Context: an optimization exercise on an open-source flow, tuned for small area. The choices shown serve that exercise and are no tape-out recipe.
In this exercise RTL edits were held to simulation tests only and were not proved equivalent to the original.
No activity file was given, so power comes from the tool's default toggle rates.

==> flow/design.v (excerpt) <==
module reflet_cpu #(
    parameter wordsize = 16,
    debug_output = 1
    )(
    input clk,
    input reset,
    input enable,
    input [wordsize-1:0] data_in,
    output reg [wordsize-1:0] addr,
    output reg [wordsize-1:0] data_out,
    output write_en,
    output reg quit,  
    output debug,
    input [3:0] interrupt_request,
    output [wordsize-1:0] debug_wr
    );
    integer i;  
    function [wordsize-1:0] inc(input [wordsize-1:0] a);
        integer b;
        reg c;
        begin
            c = 1;
            for (b=0; b<wordsize; b=b+1)
            begin
                inc[b] = a[b] ^ c;
                c = c & a[b];
            end
        end
    endfunction
    function [wordsize-1:0] dec(input [wordsize-1:0] a);
        integer b;
        reg c;
        begin
            c = 1;
            for (b=0; b<wordsize; b=b+1)
            begin
                dec[b] = a[b] ^ c;
                c = c & !a[b];
            end
        end
    endfunction
    wire en = enable & !quit;
    wire [wordsize-1:0] registers [15:0];  
    wire [wordsize-1:0] wr = registers[4'h0  ];
    wire [wordsize-1:0] sr = registers[4'hD  ];
    wire [wordsize-1:0] pc = registers[4'hE  ];
    wire [wordsize-1:0] sp = registers[4'hF  ];
    reg [7:0] instruction;
    wire [3:0] opperand = instruction[7:4];
  ...
Size: ~2200 cells after synthesis, about 74 I/O pins, roughly 23000 um^2 of cells after synthesis.
Settings: LEC_CHECK=0, CAP_MARGIN=20, CORE_MARGIN=2, CORE_UTILIZATION=40, SETUP_SLACK_MARGIN=0.15, SLEW_MARGIN=20; clock period 8.0 ns.
standard.sh (not shown) runs the stock make flow with config.mk's settings and CLKGATE_MAP_FILE= SYNTH_SCRIPT=/design/flow/synth_recipe.tcl, a recipe that flattens the netlist after the stock synthesis.
==> flow/flow/run.sh <==
#!/bin/bash
# The standard layout (standard.sh), changed in three ways:
#  - synthesis is synth_recipe.tcl unchanged except that ABC maps the logic
#    with flow/abc.script, an area-oriented script (registers are mapped
#    before ABC runs, so they are the standard synthesis's);
#  - ports are buffered with sky130_fd_sc_hd__buf_1;
#    placement removes the synthesis buffers as usual;
#  - the clock tree is built with CTS_ARGS below, without dummy loads.
# make's output goes to run.log; each ORFS step keeps its own log under
# orfs/logs/.
set -euo pipefail
cd "$(dirname "$0")/.."
W=$PWD
cat > flow_synth.tcl <<EOT
proc abc {args} {
  set i [lsearch \$args -script]
  if {\$i >= 0} { lset args [expr {\$i + 1}] $W/flow/abc.script }
  yosys abc {*}\$args
}
source $W/synth_recipe.tcl
EOT
sed "s#SYNTH_SCRIPT=[^ ]*#SYNTH_SCRIPT=$W/flow_synth.tcl#" standard.sh > flow_standard.sh
grep -q "SYNTH_SCRIPT=$W/flow_synth.tcl" flow_standard.sh
export BUFFER_PORTS_ARGS="-buffer_cell sky130_fd_sc_hd__buf_1"
export CTS_ARGS="-sink_clustering_enable -repair_clock_nets -dont_use_dummy_load -buf_list sky130_fd_sc_hd__clkbuf_16 -sink_clustering_size 30 -sink_clustering_max_diameter 80"
bash flow_standard.sh > run.log 2>&1
==> flow/flow/abc.script <==
strash
dch
map -a
strash
dch
map -a
strash
dch
map -a
topo
stime -c
The starting point finished with timing, DRC and antenna clean.
Rerun with:
--- a/flow/flow/run.sh
+++ b/flow/flow/run.sh
@@ -23,4 +23,4 @@
 grep -q "SYNTH_SCRIPT=$W/flow_synth.tcl" flow_standard.sh
 export BUFFER_PORTS_ARGS="-buffer_cell sky130_fd_sc_hd__buf_1"
-export CTS_ARGS="-sink_clustering_enable -repair_clock_nets -dont_use_dummy_load -buf_list sky130_fd_sc_hd__clkbuf_16 -sink_clustering_size 30 -sink_clustering_max_diameter 80"
+export CTS_ARGS="-sink_clustering_enable -repair_clock_nets -dont_use_dummy_load -buf_list sky130_fd_sc_hd__clkbuf_4 -sink_clustering_size 12 -sink_clustering_max_diameter 40"
 bash flow_standard.sh > run.log 2>&1
==> flow/flow/abc.script (replaced) <==
strash
dch
amap
topo
stime -c
Settings changed: CORE_UTILIZATION 40 to 55.
The new run went through all stages and came out clean.
Total power shrinks by roughly a tenth.
Final area shrinks by a few percent.
Wire length shrinks by roughly a tenth.
Utilization grows by 16 points.
Rerun with:
--- a/flow/flow/run.sh
+++ b/flow/flow/run.sh
@@ -23,4 +23,4 @@
 grep -q "SYNTH_SCRIPT=$W/flow_synth.tcl" flow_standard.sh
 export BUFFER_PORTS_ARGS="-buffer_cell sky130_fd_sc_hd__buf_1"
-export CTS_ARGS="-sink_clustering_enable -repair_clock_nets -dont_use_dummy_load -buf_list sky130_fd_sc_hd__clkbuf_4 -sink_clustering_size 12 -sink_clustering_max_diameter 40"
+export CTS_ARGS="-sink_clustering_enable -repair_clock_nets -dont_use_dummy_load -buf_list sky130_fd_sc_hd__clkbuf_8 -sink_clustering_size 18 -sink_clustering_max_diameter 55"
 bash flow_standard.sh > run.log 2>&1
Settings changed: CAP_MARGIN 20 to 0, CORE_UTILIZATION 55 to 40, SLEW_MARGIN 20 to 0.
Count of clock-buffer cells in the layout shrinks by 13.
Die area grows by 37%.
Maximum frequency went down by 1.6%.
Clock power rises by 19%.
Routed wire length grows by 4.9%.
Setup slack loses 0.12 ns.
Non-clock buffer count grows by 18.
Global-route usage decreases by 10 points.
First-iteration DRC count falls by 16%.
Area after synthesis is unchanged.
Rerun with:
--- a/flow/flow/run.sh
+++ b/flow/flow/run.sh
@@ -23,4 +23,5 @@
 grep -q "SYNTH_SCRIPT=$W/flow_synth.tcl" flow_standard.sh
 export BUFFER_PORTS_ARGS="-buffer_cell sky130_fd_sc_hd__buf_1"
+export GPL_KEEP_OVERFLOW=0
 export CTS_ARGS="-sink_clustering_enable -repair_clock_nets -dont_use_dummy_load -buf_list sky130_fd_sc_hd__clkbuf_8 -sink_clustering_size 18 -sink_clustering_max_diameter 55"
 bash flow_standard.sh > run.log 2>&1
Settings changed: CAP_MARGIN 0 to 20, CORE_UTILIZATION 40 to 55, SLEW_MARGIN 0 to 20.
Via count rises by 0.44%.
Sequential share of layout area rises by 0.42 points.
Clock power falls by about 7%.
Rerun with:
--- a/flow/flow/run.sh
+++ b/flow/flow/run.sh
@@ -23,5 +23,4 @@
 grep -q "SYNTH_SCRIPT=$W/flow_synth.tcl" flow_standard.sh
 export BUFFER_PORTS_ARGS="-buffer_cell sky130_fd_sc_hd__buf_1"
-export GPL_KEEP_OVERFLOW=0
 export CTS_ARGS="-sink_clustering_enable -repair_clock_nets -dont_use_dummy_load -buf_list sky130_fd_sc_hd__clkbuf_8 -sink_clustering_size 18 -sink_clustering_max_diameter 55"
 bash flow_standard.sh > run.log 2>&1
Settings changed: GPL_TIMING_DRIVEN set to 0.
Result: Register-to-register slack is better by 0.06 ns. Area after synthesis does not change. Power decreases by 0.46%. Hold slack stays flat.


reflet_cpu, a different RTL version from the one above (not shown whole).
For scale: ~2300 cells after synthesis, ~450 flip-flops, ~0.026 mm2 of cells after synthesis.
## reflet_cpu
module reflet_cpu #(
    parameter wordsize = 16,
    debug_output = 1
    )(
    input clk,
    input reset,
    input enable,
    input [wordsize-1:0] data_in,
    output reg [wordsize-1:0] addr,
    output reg [wordsize-1:0] data_out,
    output write_en,
    output reg quit,  
    output debug,
    input [3:0] interrupt_request,
    output [wordsize-1:0] debug_wr
    );
export LEC_CHECK = 0
export CAP_MARGIN = 20
export CORE_MARGIN = 2
export CORE_UTILIZATION = 40
export GPL_TIMING_DRIVEN = 0
export SLEW_MARGIN = 20
create_clock -name core_clock -period 8.0 [get_ports {clk}]
==> flow/flow/run.sh <==
#!/bin/bash
set -euo pipefail
cd "$(dirname "$0")/.."
export REMOVE_ABC_BUFFERS=1
export BUFFER_PORTS_ARGS="-buffer_cell sky130_fd_sc_hd__buf_1"
export CTS_ARGS="-sink_clustering_enable -repair_clock_nets -dont_use_dummy_load"
bash standard.sh > run.log 2>&1
Change:
==> flow/run.sh (new file) <==
#!/bin/bash
# synth_recipe.tcl (not shown) runs the flow's synth.tcl, then flattens the netlist and writes it again
# the make line also repeats each setting of config.mk as NAME=value (left out here)
make -C /OpenROAD-flow-scripts/flow DESIGN_CONFIG=/design/flow/config.mk WORK_HOME=/design/flow/orfs CLKGATE_MAP_FILE= SYNTH_SCRIPT=/design/flow/synth_recipe.tcl finish
GPL_TIMING_DRIVEN = default   (was 0)
removed: flow/flow/run.sh
removed: flow/standard.sh
=> Final cell count is higher by 2.3%; sequential cell count is unchanged; wire length is higher by about 5%; first-iteration DRC count is higher by about 11%; final area is higher by 0.41%.
Change:
==> flow/flow/run.sh (new file) <==
#!/bin/bash
# The standard layout (standard.sh), changed in three ways:
#  - synthesis is synth_recipe.tcl unchanged except that ABC maps the logic
#    with flow/abc.script, an area-oriented script (registers are mapped
#    before ABC runs, so they are the standard synthesis's);
#  - ports are buffered with sky130_fd_sc_hd__buf_1;
#    placement removes the synthesis buffers as usual;
#  - the clock tree is built with CTS_ARGS below, without dummy loads.
# make's output goes to run.log; each ORFS step keeps its own log under
# orfs/logs/.
set -euo pipefail
cd "$(dirname "$0")/.."
W=$PWD
cat > flow_synth.tcl <<EOT
proc abc {args} {
  set i [lsearch \$args -script]
  if {\$i >= 0} { lset args [expr {\$i + 1}] $W/flow/abc.script }
  yosys abc {*}\$args
}
source $W/synth_recipe.tcl
EOT
sed "s#SYNTH_SCRIPT=[^ ]*#SYNTH_SCRIPT=$W/flow_synth.tcl#" standard.sh > flow_standard.sh
grep -q "SYNTH_SCRIPT=$W/flow_synth.tcl" flow_standard.sh
export BUFFER_PORTS_ARGS="-buffer_cell sky130_fd_sc_hd__buf_1"
export CTS_ARGS="-sink_clustering_enable -repair_clock_nets -dont_use_dummy_load -buf_list sky130_fd_sc_hd__clkbuf_4"
bash flow_standard.sh > run.log 2>&1
==> flow/flow/abc.script (new file) <==
strash
dch
map -a
strash
dch
map -a
topo
stime -c
==> flow/standard.sh (new file) <==
#!/bin/bash
# synth_recipe.tcl (not shown) runs the flow's synth.tcl, then flattens the netlist and writes it again
# the make line also repeats each setting of config.mk as NAME=value (left out here)
make -C /OpenROAD-flow-scripts/flow DESIGN_CONFIG=/design/flow/config.mk WORK_HOME=/design/flow/orfs CLKGATE_MAP_FILE= SYNTH_SCRIPT=/design/flow/synth_recipe.tcl "${@:-finish}"
SETUP_SLACK_MARGIN = 0.15   (was default)
removed: flow/run.sh
What happened:
- routed wire length is lower by a little under a tenth
- register-to-register slack is worse by 490 ps
- fmax is lower by a few percent
- total power is lower by roughly a tenth
- core utilization is lower by 0.26 points
- critical path depth is higher by 5
- final area is lower by roughly a tenth
Change:
--- a/flow/flow/run.sh
+++ b/flow/flow/run.sh
@@ -25 +25 @@
-export CTS_ARGS="-sink_clustering_enable -repair_clock_nets -dont_use_dummy_load -buf_list sky130_fd_sc_hd__clkbuf_4"
+export CTS_ARGS="-sink_clustering_enable -repair_clock_nets -dont_use_dummy_load -buf_list sky130_fd_sc_hd__clkbuf_8"
=>
- total power went up by 3.9%
- setup slack is better by 59 ps
- count of clock-buffer cells in the layout drops by 40
- flip-flop and latch count does not change
- design area goes up by 0.65%
- non-clock buffer count stays the same
- wire length is about the same
- critical path depth stays the same
- sequential share of layout area drops by 0.33 points
- core utilization rose by 0.30 points

[afterwards: timing with drivers on the ports]
The flow's constraints put no driver on any port. The routed layouts listed below were extracted and timed again, unchanged, in two steps.
Step 1 assumes that a clkbuf_16 drives the clock port and a buf_2 every other input.
Step 2, shift: input delay + t, output delay - t, t = (earliest + latest rising clock arrival at the registers) / 2. This alone moves slack from input paths to output paths.
Slacks: ideal ports / drivers / drivers and shift; pairs: ideal ports / drivers.
run | t, ns | setup slack, ns | worst hold slack (ns) | worst setup path after step 2 | worst register clock-pin slew, ns
the first run of note 1 | 0.628 | 0.868 / 0.868 / 0.868 | 0.471 / 0.471 / 0.471 | register to register | 0.11 / 0.11
the second run of note 1 | 0.887 | 0.563 / 0.563 / 0.563 | 0.483 / 0.483 / 0.483 | register to register | 0.12 / 0.12
the third run of note 1 | 0.673 | 0.440 / 0.440 / 0.440 | 0.477 / 0.477 / 0.477 | register to register | 0.11 / 0.11
the fourth run of note 1 | 0.675 | 0.349 / 0.349 / 0.349 | 0.468 / 0.468 / 0.468 | register to register | 0.11 / 0.11
the fifth run of note 1 | 0.685 | 0.411 / 0.411 / 0.411 | 0.468 / 0.468 / 0.468 | register to register | 0.11 / 0.11
the first run of note 2 | 0.635 | 0.204 / 0.204 / 0.204 | 0.554 / 0.554 / 0.554 | register to register | 0.06 / 0.06
the second run of note 2 | 0.673 | 1.249 / 1.249 / 1.249 | 0.545 / 0.545 / 0.545 | register to register | 0.07 / 0.07
the third run of note 2 | 0.916 | 0.760 / 0.760 / 0.760 | 0.473 / 0.473 / 0.473 | register to register | 0.07 / 0.07
the fourth run of note 2 | 0.733 | 0.819 / 0.819 / 0.819 | 0.470 / 0.470 / 0.470 | register to register | 0.07 / 0.07
After both steps setup and hold are still met in every run listed.
